Source: an optimization exercise on an open RTL-to-GDS flow (aim: small area). Production flows keep margins and buffers that such runs may drop. Only simulation tests tie the RTL to the original design; equivalence was not proved.

**design.v**
```verilog
module pid (
  input                      clk    ,
  input                      reset  ,
  input  logic signed [15:0] refer  ,
  input  logic signed [15:0] data   ,
  input                      load   ,
  input                      calc   ,
  output logic        [11:0] pend
);
  logic signed [16:0] error;      
  logic signed [16:0] eprev;      
  logic        [15:0] ctl;
  wire n1 = refer[0] ^ data[0];
  wire n2 = refer[0] | ~data[0];
  wire n3 = refer[1] ^ ~data[1] ^ n2;
  wire n4 = (refer[1] & ~data[1]) | (refer[1] & n2) | (~data[1] & n2);
  wire n5 = refer[2] ^ ~data[2] ^ n4;
  wire n6 = (refer[2] & ~data[2]) | (refer[2] & n4) | (~data[2] & n4);
  wire n7 = refer[3] ^ ~data[3] ^ n6;
  wire n8 = (refer[3] & ~data[3]) | (refer[3] & n6) | (~data[3] & n6);
  wire n9 = refer[4] ^ ~data[4] ^ n8;
  wire n10 = (refer[4] & ~data[4]) | (refer[4] & n8) | (~data[4] & n8);
  wire n11 = refer[5] ^ ~data[5] ^ n10;
  wire n12 = (refer[5] & ~data[5]) | (refer[5] & n10) | (~data[5] & n10);
  wire n13 = refer[6] ^ ~data[6] ^ n12;
  wire n14 = (refer[6] & ~data[6]) | (refer[6] & n12) | (~data[6] & n12);
  wire n15 = refer[7] ^ ~data[7] ^ n14;
  wire n16 = (refer[7] & ~data[7]) | (refer[7] & n14) | (~data[7] & n14);
  wire n17 = refer[8] ^ ~data[8] ^ n16;
  wire n18 = (refer[8] & ~data[8]) | (refer[8] & n16) | (~data[8] & n16);
  wire n19 = refer[9] ^ ~data[9] ^ n18;
  wire n20 = (refer[9] & ~data[9]) | (refer[9] & n18) | (~data[9] & n18);
  wire n21 = refer[10] ^ ~data[10] ^ n20;
  wire n22 = (refer[10] & ~data[10]) | (refer[10] & n20) | (~data[10] & n20);
  wire n23 = refer[11] ^ ~data[11] ^ n22;
  wire n24 = (refer[11] & ~data[11]) | (refer[11] & n22) | (~data[11] & n22);
  wire n25 = refer[12] ^ ~data[12] ^ n24;
  wire n26 = (refer[12] & ~data[12]) | (refer[12] & n24) | (~data[12] & n24);
  wire n27 = refer[13] ^ ~data[13] ^ n26;
  wire n28 = (refer[13] & ~data[13]) | (refer[13] & n26) | (~data[13] & n26);
  wire n29 = refer[14] ^ ~data[14] ^ n28;
  wire n30 = (refer[14] & ~data[14]) | (refer[14] & n28) | (~data[14] & n28);
  wire n31 = refer[15] ^ ~data[15] ^ n30;
  wire n32 = (refer[15] & ~data[15]) | (refer[15] & n30) | (~data[15] & n30);
  wire n33 = refer[15] ^ ~data[15] ^ n32;
  wire n34 = (refer[15] & ~data[15]) | (refer[15] & n32) | (~data[15] & n32);
  wire [16:0] e_new = {n33, n31, n29, n27, n25, n23, n21, n19, n17, n15, n13, n11, n9, n7, n5, n3, n1};
  wire n35 = error[8] ^ error[6];
  wire n36 = error[8] & error[6];
  wire n37 = error[9] ^ error[7] ^ error[6];
  wire n38 = (error[9] & error[7]) | (error[9] & error[6]) | (error[7] & error[6]);
  wire n39 = error[10] ^ error[8] ^ error[7];
  wire n40 = (error[10] & error[8]) | (error[10] & error[7]) | (error[8] & error[7]);
  wire n41 = error[11] ^ error[9] ^ error[8];
  wire n42 = (error[11] & error[9]) | (error[11] & error[8]) | (error[9] & error[8]);
  wire n43 = error[12] ^ error[10] ^ error[9];
  wire n44 = (error[12] & error[10]) | (error[12] & error[9]) | (error[10] & error[9]);
  wire n45 = error[13] ^ error[11] ^ error[10];
  wire n46 = (error[13] & error[11]) | (error[13] & error[10]) | (error[11] & error[10]);
  wire n47 = error[14] ^ error[12] ^ error[11];
  wire n48 = (error[14] & error[12]) | (error[14] & error[11]) | (error[12] & error[11]);
  wire n49 = error[15] ^ error[13] ^ error[12];
  wire n50 = (error[15] & error[13]) | (error[15] & error[12]) | (error[13] & error[12]);
  wire n51 = ~error[16] ^ error[14] ^ error[13];
  wire n52 = (~error[16] & error[14]) | (~error[16] & error[13]) | (error[14] & error[13]);
  wire n53 = error[10] ^ error[9];
  wire n54 = error[10] & error[9];
  wire n55 = error[15] ^ error[14] ^ error[11];
  wire n56 = (error[15] & error[14]) | (error[15] & error[11]) | (error[14] & error[11]);
  wire n57 = error[10] ^ error[8];
  wire n58 = error[10] & error[8];
  wire n59 = ~error[16] ^ error[15] ^ error[12];
  wire n60 = (~error[16] & error[15]) | (~error[16] & error[12]) | (error[15] & error[12]);
  wire n61 = error[7] ^ error[5];
  wire n62 = error[7] & error[5];
  wire n63 = error[5] ^ error[2] ^ error[1];
  wire n64 = (error[5] & error[2]) | (error[5] & error[1]) | (error[2] & error[1]);
  wire n65 = ~eprev[0] ^ 1'b1;
  wire n66 = ~eprev[0] & 1'b1;
  wire n67 = error[3] ^ error[2] ^ error[0];
  wire n68 = (error[3] & error[2]) | (error[3] & error[0]) | (error[2] & error[0]);
  wire n69 = ~eprev[1] ^ n36 ^ n37;
  wire n70 = (~eprev[1] & n36) | (~eprev[1] & n37) | (n36 & n37);
  wire n71 = error[4] ^ error[3] ^ error[1];
  wire n72 = (error[4] & error[3]) | (error[4] & error[1]) | (error[3] & error[1]);
  wire n73 = ~eprev[2] ^ n38 ^ n39;
  wire n74 = (~eprev[2] & n38) | (~eprev[2] & n39) | (n38 & n39);
  wire n75 = error[5] ^ error[4] ^ error[2];
  wire n76 = (error[5] & error[4]) | (error[5] & error[2]) | (error[4] & error[2]);
  wire n77 = ~eprev[3] ^ n40 ^ n41;
  wire n78 = (~eprev[3] & n40) | (~eprev[3] & n41) | (n40 & n41);
  wire n79 = error[6] ^ error[5] ^ error[3];
  wire n80 = (error[6] & error[5]) | (error[6] & error[3]) | (error[5] & error[3]);
  wire n81 = ~eprev[4] ^ n42 ^ n43;
  wire n82 = (~eprev[4] & n42) | (~eprev[4] & n43) | (n42 & n43);
  wire n83 = error[7] ^ error[6] ^ error[4];
  wire n84 = (error[7] & error[6]) | (error[7] & error[4]) | (error[6] & error[4]);
  wire n85 = ~eprev[5] ^ n44 ^ n45;
  wire n86 = (~eprev[5] & n44) | (~eprev[5] & n45) | (n44 & n45);
  wire n87 = error[8] ^ error[7] ^ error[5];
  wire n88 = (error[8] & error[7]) | (error[8] & error[5]) | (error[7] & error[5]);
  wire n89 = ~eprev[6] ^ n46 ^ n47;
  wire n90 = (~eprev[6] & n46) | (~eprev[6] & n47) | (n46 & n47);
  wire n91 = error[9] ^ error[8] ^ error[6];
  wire n92 = (error[9] & error[8]) | (error[9] & error[6]) | (error[8] & error[6]);
  wire n93 = ~eprev[7] ^ n48 ^ n49;
  wire n94 = (~eprev[7] & n48) | (~eprev[7] & n49) | (n48 & n49);
  wire n95 = error[7] ^ ~eprev[8] ^ 1'b1;
  wire n96 = (error[7] & ~eprev[8]) | (error[7] & 1'b1) | (~eprev[8] & 1'b1);
  wire n97 = n50 ^ n51 ^ n53;
  wire n98 = (n50 & n51) | (n50 & n53) | (n51 & n53);
  wire n99 = ~eprev[9] ^ 1'b1 ^ n52;
  wire n100 = (~eprev[9] & 1'b1) | (~eprev[9] & n52) | (1'b1 & n52);
  wire n101 = n54 ^ n55 ^ n57;
  wire n102 = (n54 & n55) | (n54 & n57) | (n55 & n57);
  wire n103 = error[11] ^ error[9] ^ ~eprev[10];
  wire n104 = (error[11] & error[9]) | (error[11] & ~eprev[10]) | (error[9] & ~eprev[10]);
  wire n105 = n56 ^ n58 ^ n59;
  wire n106 = (n56 & n58) | (n56 & n59) | (n58 & n59);
  wire n107 = ~error[16] ^ error[13] ^ error[12];
  wire n108 = (~error[16] & error[13]) | (~error[16] & error[12]) | (error[13] & error[12]);
  wire n109 = error[10] ^ ~eprev[11] ^ n60;
  wire n110 = (error[10] & ~eprev[11]) | (error[10] & n60) | (~eprev[11] & n60);
  wire n111 = error[14] ^ error[13] ^ error[11];
  wire n112 = (error[14] & error[13]) | (error[14] & error[11]) | (error[13] & error[11]);
  wire n113 = ~eprev[12] ^ 1'b1;
  wire n114 = ~eprev[12] & 1'b1;
  wire n115 = error[15] ^ error[14] ^ error[12];
  wire n116 = (error[15] & error[14]) | (error[15] & error[12]) | (error[14] & error[12]);
  wire n117 = ~eprev[13] ^ 1'b1;
  wire n118 = ~eprev[13] & 1'b1;
  wire n119 = ~error[16] ^ error[15] ^ error[13];
  wire n120 = (~error[16] & error[15]) | (~error[16] & error[13]) | (error[15] & error[13]);
  wire n121 = error[6] ^ error[4];
  wire n122 = error[6] & error[4];
  wire n123 = error[4] ^ error[1] ^ error[0];
  wire n124 = (error[4] & error[1]) | (error[4] & error[0]) | (error[1] & error[0]);
  wire n125 = n35 ^ n62 ^ n63;
  wire n126 = (n35 & n62) | (n35 & n63) | (n62 & n63);
  wire n127 = n64 ^ n66 ^ n67;
  wire n128 = (n64 & n66) | (n64 & n67) | (n66 & n67);
  wire n129 = n68 ^ n70 ^ n71;
  wire n130 = (n68 & n70) | (n68 & n71) | (n70 & n71);
  wire n131 = n72 ^ n74 ^ n75;
  wire n132 = (n72 & n74) | (n72 & n75) | (n74 & n75);
  wire n133 = n76 ^ n78 ^ n79;
  wire n134 = (n76 & n78) | (n76 & n79) | (n78 & n79);
  wire n135 = n80 ^ n82 ^ n83;
  wire n136 = (n80 & n82) | (n80 & n83) | (n82 & n83);
  wire n137 = n84 ^ n86 ^ n87;
  wire n138 = (n84 & n86) | (n84 & n87) | (n86 & n87);
  wire n139 = n88 ^ n90 ^ n91;
  wire n140 = (n88 & n90) | (n88 & n91) | (n90 & n91);
  wire n141 = n92 ^ n94 ^ n95;
  wire n142 = (n92 & n94) | (n92 & n95) | (n94 & n95);
  wire n143 = n96 ^ n98 ^ n99;
  wire n144 = (n96 & n98) | (n96 & n99) | (n98 & n99);
  wire n145 = n100 ^ n102 ^ n103;
  wire n146 = (n100 & n102) | (n100 & n103) | (n102 & n103);
  wire n147 = n104 ^ n106 ^ n107;
  wire n148 = (n104 & n106) | (n104 & n107) | (n106 & n107);
  wire n149 = n108 ^ n110 ^ n111;
  wire n150 = (n108 & n110) | (n108 & n111) | (n110 & n111);
  wire n151 = n112 ^ n114 ^ n115;
  wire n152 = (n112 & n114) | (n112 & n115) | (n114 & n115);
  wire n153 = ~eprev[14] ^ n116 ^ n118;
  wire n154 = (~eprev[14] & n116) | (~eprev[14] & n118) | (n116 & n118);
  wire n155 = ~error[16] ^ error[14] ^ ~eprev[15];
  wire n156 = (~error[16] & error[14]) | (~error[16] & ~eprev[15]) | (error[14] & ~eprev[15]);
  wire n157 = error[3] ^ error[1];
  wire n158 = error[3] & error[1];
  wire n159 = error[4] ^ error[2] ^ error[1];
  wire n160 = (error[4] & error[2]) | (error[4] & error[1]) | (error[2] & error[1]);
  wire n161 = error[5] ^ error[3] ^ error[2];
  wire n162 = (error[5] & error[3]) | (error[5] & error[2]) | (error[3] & error[2]);
  wire n163 = error[3] ^ error[0] ^ n121;
  wire n164 = (error[3] & error[0]) | (error[3] & n121) | (error[0] & n121);
  wire n165 = n61 ^ n122 ^ n123;
  wire n166 = (n61 & n122) | (n61 & n123) | (n122 & n123);
  wire n167 = n65 ^ n124 ^ n125;
  wire n168 = (n65 & n124) | (n65 & n125) | (n124 & n125);
  wire n169 = n69 ^ n126 ^ n127;
  wire n170 = (n69 & n126) | (n69 & n127) | (n126 & n127);
  wire n171 = n73 ^ n128 ^ n129;
  wire n172 = (n73 & n128) | (n73 & n129) | (n128 & n129);
  wire n173 = n77 ^ n130 ^ n131;
  wire n174 = (n77 & n130) | (n77 & n131) | (n130 & n131);
  wire n175 = n81 ^ n132 ^ n133;
  wire n176 = (n81 & n132) | (n81 & n133) | (n132 & n133);
  wire n177 = n85 ^ n134 ^ n135;
  wire n178 = (n85 & n134) | (n85 & n135) | (n134 & n135);
  wire n179 = n89 ^ n136 ^ n137;
  wire n180 = (n89 & n136) | (n89 & n137) | (n136 & n137);
  wire n181 = n93 ^ n138 ^ n139;
  wire n182 = (n93 & n138) | (n93 & n139) | (n138 & n139);
  wire n183 = n97 ^ n140 ^ n141;
  wire n184 = (n97 & n140) | (n97 & n141) | (n140 & n141);
  wire n185 = n101 ^ n142 ^ n143;
  wire n186 = (n101 & n142) | (n101 & n143) | (n142 & n143);
  wire n187 = n105 ^ n144 ^ n145;
  wire n188 = (n105 & n144) | (n105 & n145) | (n144 & n145);
  wire n189 = n109 ^ n146 ^ n147;
  wire n190 = (n109 & n146) | (n109 & n147) | (n146 & n147);
  wire n191 = n113 ^ n148 ^ n149;
  wire n192 = (n113 & n148) | (n113 & n149) | (n148 & n149);
  wire n193 = n117 ^ n150 ^ n151;
  wire n194 = (n117 & n150) | (n117 & n151) | (n150 & n151);
  wire n195 = n119 ^ n152 ^ n153;
  wire n196 = (n119 & n152) | (n119 & n153) | (n152 & n153);
  wire n197 = n120 ^ n154 ^ n155;
  wire n198 = (n120 & n154) | (n120 & n155) | (n154 & n155);
  wire n199 = error[15] ^ eprev[16] ^ n156;
  wire n200 = (error[15] & eprev[16]) | (error[15] & n156) | (eprev[16] & n156);
  wire n201 = error[2] & error[0];
  wire n202 = (error[0] & n157) | (error[0] & n201) | (n157 & n201);
  wire n203 = (n158 & n159) | (n158 & n202) | (n159 & n202);
  wire n204 = (n160 & n161) | (n160 & n203) | (n161 & n203);
  wire n205 = (n162 & n163) | (n162 & n204) | (n163 & n204);
  wire n206 = (n164 & n165) | (n164 & n205) | (n165 & n205);
  wire n207 = (n166 & n167) | (n166 & n206) | (n167 & n206);
  wire n208 = n168 ^ n169;
  wire n209 = n168 & n169;
  wire n210 = n170 ^ n171 ^ n209;
  wire n211 = (n170 & n171) | (n170 & n209) | (n171 & n209);
  wire n212 = n172 ^ n173 ^ n211;
  wire n213 = (n172 & n173) | (n172 & n211) | (n173 & n211);
  wire n214 = n174 ^ n175 ^ n213;
  wire n215 = (n174 & n175) | (n174 & n213) | (n175 & n213);
  wire n216 = n176 ^ n177 ^ n215;
  wire n217 = (n176 & n177) | (n176 & n215) | (n177 & n215);
  wire n218 = n178 ^ n179 ^ n217;
  wire n219 = (n178 & n179) | (n178 & n217) | (n179 & n217);
  wire n220 = n180 ^ n181 ^ n219;
  wire n221 = (n180 & n181) | (n180 & n219) | (n181 & n219);
  wire n222 = n182 ^ n183 ^ n221;
  wire n223 = (n182 & n183) | (n182 & n221) | (n183 & n221);
  wire n224 = n208 ^ n207;
  wire n225 = n207 & n208;
  wire n226 = n210 ^ n225;
  wire n227 = n225 & n210;
  wire n228 = n212 ^ n227;
  wire n229 = n227 & n212;
  wire n230 = n214 ^ n229;
  wire n231 = n229 & n214;
  wire n232 = n216 ^ n231;
  wire n233 = n231 & n216;
  wire n234 = n218 ^ n233;
  wire n235 = n233 & n218;
  wire n236 = n220 ^ n235;
  wire n237 = n235 & n220;
  wire n238 = n222 ^ n237;
  wire n239 = n237 & n222;
  wire n240 = n223 | n239;
  wire n241 = n184 ^ n185;
  wire n242 = n184 & n185;
  wire n243 = n186 ^ n187 ^ n242;
  wire n244 = (n186 & n187) | (n186 & n242) | (n187 & n242);
  wire n245 = n188 ^ n189 ^ n244;
  wire n246 = (n188 & n189) | (n188 & n244) | (n189 & n244);
  wire n247 = n190 ^ n191 ^ n246;
  wire n248 = (n190 & n191) | (n190 & n246) | (n191 & n246);
  wire n249 = n192 ^ n193 ^ n248;
  wire n250 = (n192 & n193) | (n192 & n248) | (n193 & n248);
  wire n251 = n194 ^ n195 ^ n250;
  wire n252 = (n194 & n195) | (n194 & n250) | (n195 & n250);
  wire n253 = n196 ^ n197 ^ n252;
  wire n254 = (n196 & n197) | (n196 & n252) | (n197 & n252);
  wire n255 = n198 ^ n199 ^ n254;
  wire n256 = (n198 & n199) | (n198 & n254) | (n199 & n254);
  wire n257 = n241 ^ n240;
  wire n258 = n240 & n241;
  wire n259 = n243 ^ n258;
  wire n260 = n258 & n243;
  wire n261 = n245 ^ n260;
  wire n262 = n260 & n245;
  wire n263 = n247 ^ n262;
  wire n264 = n262 & n247;
  wire n265 = n249 ^ n264;
  wire n266 = n264 & n249;
  wire n267 = n251 ^ n266;
  wire n268 = n266 & n251;
  wire n269 = n253 ^ n268;
  wire n270 = n268 & n253;
  wire n271 = n255 ^ n270;
  wire n272 = n270 & n255;
  assign ctl = {n271, n269, n267, n265, n263, n261, n259, n257, n238, n236, n234, n232, n230, n228, n226, n224};
  always_ff @(posedge clk or posedge reset)
    if (reset)
      error <= '0;
    else if (load)
      error <= e_new;
  always_ff @(posedge clk)
    if (load)
      eprev <= error;
  always_ff @(posedge clk or posedge reset)
    if (reset)
      pend <= '0;
    else if (calc)
      pend <= ctl[15] ? 12'd0 : (|ctl[14:12]) ? 12'd4095 : ctl[11:0];
endmodule
module pid_control #(
  parameter SENSOR_ADDR = 16'hDEAD,
  parameter PWM_ADDR    = 16'hDEAD,
  parameter INIT_REFER  = 0       ,
  parameter PWM_WIDTH   = 16      ,
  parameter TEMP_WIDTH  = 16
) (
  input                         clk               ,
  input                         reset             ,
  output logic [TEMP_WIDTH-1:0] temp_address      ,
  output logic                  temp_read         ,
  input        [          31:0] temp_readdata     ,
  input                         temp_readdatavalid,
  input                         temp_waitrequest  ,
  output logic [ PWM_WIDTH-1:0] pwm_address       ,
  output logic                  pwm_write         ,
  output logic [          31:0] pwm_writedata     ,
  input                         pwm_waitrequest   ,
  input        [           1:0] csr_address       ,
  input                         csr_write         ,
  input        [          31:0] csr_writedata     ,
  input                         csr_read          ,
  output logic [          31:0] csr_readdata
);
  localparam logic [2:0] S_RESET = 3'd0,
                         S_IDLE  = 3'd1,
                         S_READ  = 3'd2,
                         S_CALC  = 3'd3,
                         S_RPID  = 3'd4,
                         S_WPID  = 3'd5;
  logic        [ 2:0] state;
  logic signed [15:0] readed_temp;
  logic signed [15:0] refer;
  logic        [15:0] rd_lo;
  logic               rd_hi;
  logic        [11:0] pend;
  logic        [11:0] pwm_val;
  wire idle = (state == S_IDLE) & ~pwm_write;
  wire rpid = (state == S_RPID);
  wire wpid = (state == S_WPID) & ~pwm_write;
  always_ff @(posedge clk or posedge reset)
    if (reset)
      begin
        refer <= INIT_REFER;
        rd_lo <= '0;
        rd_hi <= 1'b0;
      end
    else
      begin
        if (csr_write)
          begin
            if (csr_address == 2'h0)
              refer <= csr_writedata[15:0];
          end
        else if (csr_read)
          begin
            if (csr_address == 2'h0)
              begin
                rd_lo <= refer;
                rd_hi <= refer[7];
              end
            else if (csr_address == 2'h1)
              begin
                rd_lo <= readed_temp;
                rd_hi <= readed_temp[15];
              end
          end
        else
          begin
            rd_lo <= '0;
            rd_hi <= 1'b0;
          end
      end
  assign csr_readdata = {{16{rd_hi}}, rd_lo};
  always_ff @(posedge clk or posedge reset)
    if (reset)
      begin
        state       <= S_RESET;
        readed_temp <= '0;
        temp_read   <= 1'b0;
        pwm_write   <= 1'b0;
      end
    else
      begin
        temp_read <= idle;
        if (pwm_write)
          begin
            if (!pwm_waitrequest)
              pwm_write <= 1'b0;
          end
        else
          case (state)
            S_RESET : state <= S_IDLE;
            S_IDLE  : if (!temp_waitrequest) state <= S_READ;
            S_READ  :
              if (temp_readdatavalid)
                begin
                  readed_temp <= temp_readdata[15:0];
                  state       <= S_CALC;
                end
            S_CALC  : state <= S_RPID;
            S_RPID  : state <= S_WPID;
            default :
              begin
                pwm_write <= 1'b1;
                state     <= S_IDLE;
              end
          endcase
      end
  always_ff @(posedge clk)
    if (rpid)
      pwm_val <= pend;
  assign temp_address  = temp_read ? SENSOR_ADDR : '0;
  assign pwm_address   = pwm_write ? PWM_ADDR : '0;
  assign pwm_writedata = {20'd0, pwm_val & {12{pwm_write}}};
  pid pid_inst (
    .clk    (clk        ),
    .reset  (reset      ),
    .refer  (refer      ),
    .data   (readed_temp),
    .load   (rpid       ),
    .calc   (wpid       ),
    .pend   (pend       )
  );
endmodule
```
**run.sh**
```bash
#!/bin/bash
# synth_recipe.tcl (not shown) runs the flow's synth.tcl, then flattens the netlist and writes it again
# the make line also repeats each setting of config.mk as NAME=value (left out here)
make -C /OpenROAD-flow-scripts/flow DESIGN_CONFIG=/design/flow/config.mk WORK_HOME=/design/flow/orfs CLKGATE_MAP_FILE= SYNTH_SCRIPT=/design/flow/synth_recipe.tcl finish
```
**config.mk**
```make
export PLATFORM = sky130hd
export DESIGN_NAME = pid_control
export DESIGN_NICKNAME = pid_control
export VERILOG_FILES = /design/flow/design.v
export SDC_FILE = /design/flow/constraint.sdc
export NUM_CORES = 4
export LEC_CHECK = 0
export CAP_MARGIN = 20
export CORE_MARGIN = 2
export CORE_UTILIZATION = 40
export SLEW_MARGIN = 20
```
**constraint.sdc**
```tcl
create_clock -name core_clock -period 8.0 [get_ports {clk}]
set_input_delay 1.6000 -clock core_clock [delete_from_list [all_inputs] [get_ports {clk}]]
set_output_delay 1.6000 -clock core_clock [all_outputs]
set_load 0.01 [all_outputs]
```
==> Flow_metrics.wiki <==
{| class="wikitable"
! Metric !! Value
|-
| RSZ-0062 raised after global routing || no
|-
| Overall die area || approximately 0.021 mm2
|-
| Dominant combinational cell family by area after synthesis || adder cells
|-
| Critical path cell sequence || ha_1 > fa_1 > fa_1 > fa_1 > fa_1 > fa_2 > fa_1 > fa_1 > fa_2 > fa_1 > fa_1 > fa_1 > fa_2 > fa_2 > fa_1 > fa_1 > nand3_1 > o21ai_0
|-
| Number of top-level pins || 171
|-
| Die boundary width || 143 um
|-
| Slowest library cell on the worst path || fa_1
|-
| Number of inserted filler cells in the final layout || approximately 1800
|-
| Vias per inst || between 4 and 5
|-
| Worst Setup Start Kind || flop
|-
| Synthesized area per cell || 11.1 um2
|-
| Mux cell area share after synthesis || 0.0451
|-
| Fin Hold WS || 0.454 ns
|-
| Parity-gate share of the synthesized area counting xor and xnor cells || 0.00564
|-
| Cell at the root of the clock tree || clkbuf_16
|-
| Area of combinational cells with multiple inputs || between 0.003 and 0.004 mm2
|-
| Number of warnings issued by yosys || 2
|-
| Post-route DRC || 0
|-
| Post-route minimum period || 7.70 ns
|-
| Clock tree buffer depth || 2
|-
| Floorplan core area || roughly 0.019 mm2
|-
| Final period utilization || 0.963
|-
| Count of antenna-violating nets left after detailed routing || 0
|-
| Largest cells by area after synthesis || dfrtp_1, fa_1, edfxtp_1, inv_1, buf_4
|-
| Share of synthesized area occupied by flip-flops and latches || 0.379
|-
| Result of the run || timing/DRC/antenna clean
|-
| # port buffers || 108
|-
| Wire length of the first global-routing pass || 23800 um
|-
| Synthesized-area fraction occupied by and/or/nand/nor cells || 0.0641
|-
| Number of synthesized register bits || 112
|-
| Max FO, Critical Path || 3
|-
| Die outline height || ~140 um
|-
| CP peak stage delay || roughly 0.47 ns
|-
| Initial antenna violation count || 0
|-
| Tot GR Track Use || 0.148
|-
| TritonCTS clock tree || built
|-
| Slew at the pin closest to its max-slew limit || just under 0.9 ns
|-
| Aggregate routed wire length || 14100 um
|-
| Starting Density || 0.411
|-
| Clock latency at the later pin of the worst-skew pair || 0.36 ns
|-
| Data required time of the worst path || 8.21 ns
|-
| Arrival time of data at the critical path endpoint || about 8 ns
|-
| Max Clock Freq || 130 MHz
|-
| Post-placement cell area || 0.00875 mm2
|-
| Post-synthesis compound-gate area fraction || 0.0559
|-
| Critical Path Most Common Cell || fa_1
|-
| Worst slew margin relative to its limit || 0.418
|-
| Post-synthesis adder-cell area fraction || 0.298
|-
| Row count || 50
|-
| CTS buffer count || 9
|-
| Depth of the most critical reg-to-reg path || 18
|-
| Path class of the lowest-slack min-delay path || flop to flop
|-
| Aggregate negative setup slack || 0 ns
|-
| Slew Limit Fails || 0
|-
| Cell area after technology mapping || 0.00777 mm2
|-
| Diodes inserted || 0
|-
| Gpl congestion || 0.825
|-
| Largest net degree at the start of global routing || 84
|-
| Area growth, synth to finish || 16.7%
|-
| Via count of the first global-routing pass || ~4800
|-
| Share of final-layout standard cells stronger than drive strength 1 || 0.0685
|-
| Min-Delay Startpoint || pid_inst.pend[9]
|-
| Maximum clock skew at final layout || around 0.0093 ns
|-
| Category of the critical setup timing path || flop to flop
|-
| Vias || 4559
|-
| Startpoint of the worst-slack reg-to-reg timing path || readed_temp[0]
|-
| Number of sinks on the clock net || 112
|-
| Hold Path End || pwm_val[9]
|-
| H-tree lvl count || 3
|-
| R2r endpoint || pid_inst.error[16]
|-
| Library cell with the largest summed area after synthesis || dfrtp_1
|-
| Worst-path clk slew || ~0.080 ns
|-
| DR iter-0 viols || around 160
|-
| Hold Violations, Final || 0
|-
| Final setup violation count || 0
|-
| Average wire length per cell after detail routing || 13.7 um
|-
| Flop-to-flop setup slack || just under 0.3 ns
|-
| Number of cells produced by synthesis || 698
|-
| Kind of cell with the highest combined delay on the critical path || adder cells
|-
| Number of detailed-routing iterations run before antenna repair || 4
|-
| Storage cell area || between 0.002 and 0.003 mm2
|-
| Max-Cap Viols || 0
|-
| Yosys cell types || 36
|-
| Post-route cell area || 0.00907 mm2
|-
| Number of instances on the worst hold path || 0
|-
| Area fraction of the dominant cell type after synthesis || 0.267
|-
| Overall overflow remaining after global route || 0
|-
| Worst setup EP type || flop
|-
| Buffers & Inverters on Critical Path || 0
|-
| # nets final || 967
|-
| Post-DP HPWL || 10900 um
|}
## repair_timing
action | CTS | global route
hold buffers | 0 | 0
buffers inserted | 0 | 0
setup endpoints to repair | 3 | 8
gates resized for setup | 2 | 5
## per-stage QoR
step,instances,utilization,setup WS (ns)
5_1_grt,1034,0.480,0.0253
3_5_place_dp,1018,0.463,0.0123
6_report,1034,0.480,0.298
3_3_place_gp,1018,0.463,0.0187
4_1_cts,1034,0.478,0.0491
2_1_floorplan,727,-,0.355
## state kept, by name (all words and copies together) (netlist names)
register	count
rd_lo	16
pid_inst.error	17
pid_inst.eprev	17
readed_temp	16
pid_inst.pend	12
pwm_write	1
refer	16
state	3
pwm_val	12
temp_read	1
rd_hi	1
## logic make-up (layout without fill, tap and decap cells)
kind of cell | Yosys count | count (layout)
compound gates | 77 | 77
other cells | 1 | 30
fa+ha+maj | 126 | 126
xor+xnor | 5 | 5
mux | 33 | 33
buf+inv | 237 | 284
flops | 112 | 112
simple gates | 107 | 107
## layout make-up
| cell class | instances | area share |
|---|---|---|
| well taps | 260 | 0.0359 |
| clock inverters | 7 | 0.00593 |
| multi-input cells | 378 | 0.418 |
| inverters | 150 | 0.0622 |
| repair buffers | 118 | 0.128 |
| clock buffers | 9 | 0.0248 |
| flip-flops and latches | 112 | 0.325 |
## cells in the final DEF (no fill, tap or decap), types with 9 or more instances in the layout
cell             synthesis  routed
nand2_1                 67      67
o21ai_0                 57      57
ha_1                    26      26
clkbuf_16                0       9
nor2_1                  16      16
mux2i_1                 17      17
and2_1                  12      12
dfrtp_1                 83      83
conb_1                   1      30
o31ai_1                 12      12
fa_1                    99      95
clkdlybuf4s50_1          0     108
edfxtp_1                29      29
mux2_2                  16      16
buf_4                   69       9
inv_1                  150     148
## worst max-delay path by stage
| stage | from | to | slack (ns) | cells after the start |
|---|---|---|---|---|
| 2_1_floorplan | readed_temp[0] | pid_inst.error[15] | 0.35 | 17 |
| 3_3_place_gp | readed_temp[0] | pid_inst.error[16] | 0.02 | 18 |
| 3_5_place_dp | pid_inst.error[7] | pid_inst.pend[2] | 0.01 | 28 |
| 4_1_cts | readed_temp[0] | pid_inst.error[16] | 0.05 | 18 |
| 5_1_grt | refer[0] | pid_inst.error[16] | 0.03 | 19 |
| 6_report | readed_temp[0] | pid_inst.error[16] | 0.30 | 18 |
## routing by layer
metal / track usage / share of wire
met5: 0 / 0
met2: 0.241 / 0.47
met3: 0.0227 / 0.047
met4: 0.0480 / 0.014
met1: 0.206 / 0.47
## cell usage after synthesis
cell type  count
edfxtp_1      29
a21oi_1        2
o31ai_1       12
buf_2          1
conb_1         1
nand3_1        1
mux2i_1       17
nor2_1        16
buf_6          3
clkbuf_2       1
clkbuf_1      13
nor4b_4        1
fa_1          99
o22ai_1        1
nand2b_1       1
or3_1          1
nor2_4         1
dfrtp_1       83
ha_1          26
mux2_2        16
nand2_1       67
a21o_1         2
or3b_1         1
a221o_1        1
buf_4         69
a2bb2oi_1      1
and2_1        12
nor3_1         2
and2_0         1
maj3_1         1
inv_1        150
nor2b_1        1
nand2b_4       2
xnor2_1        5
a221oi_1       1
o21ai_0       57

==> what the ideal ports hide <==
The flow's constraints put no driver on any port. The routed layout listed below was extracted and timed again, unchanged, in two steps. Step 1, drivers: a clkbuf_16 drives clk and a buf_2 each remaining input, both assumed. Step 2, shift: input delay + t, output delay - t, t = (earliest + latest rising clock arrival at the registers) / 2. This alone moves slack from input paths to output paths. a / b / c = no drivers / after step 1 / after step 2; a / b = the first two.
t, ns: 0.397
slack for setup (ns): 0.298 / 0.298 / 0.298
cell pins on the clock port's net: 1
After both steps setup and hold are still met in this run. For this run, drivers alone change the setup slack by 0.000 ns; drivers and shift together by 0.000 ns.
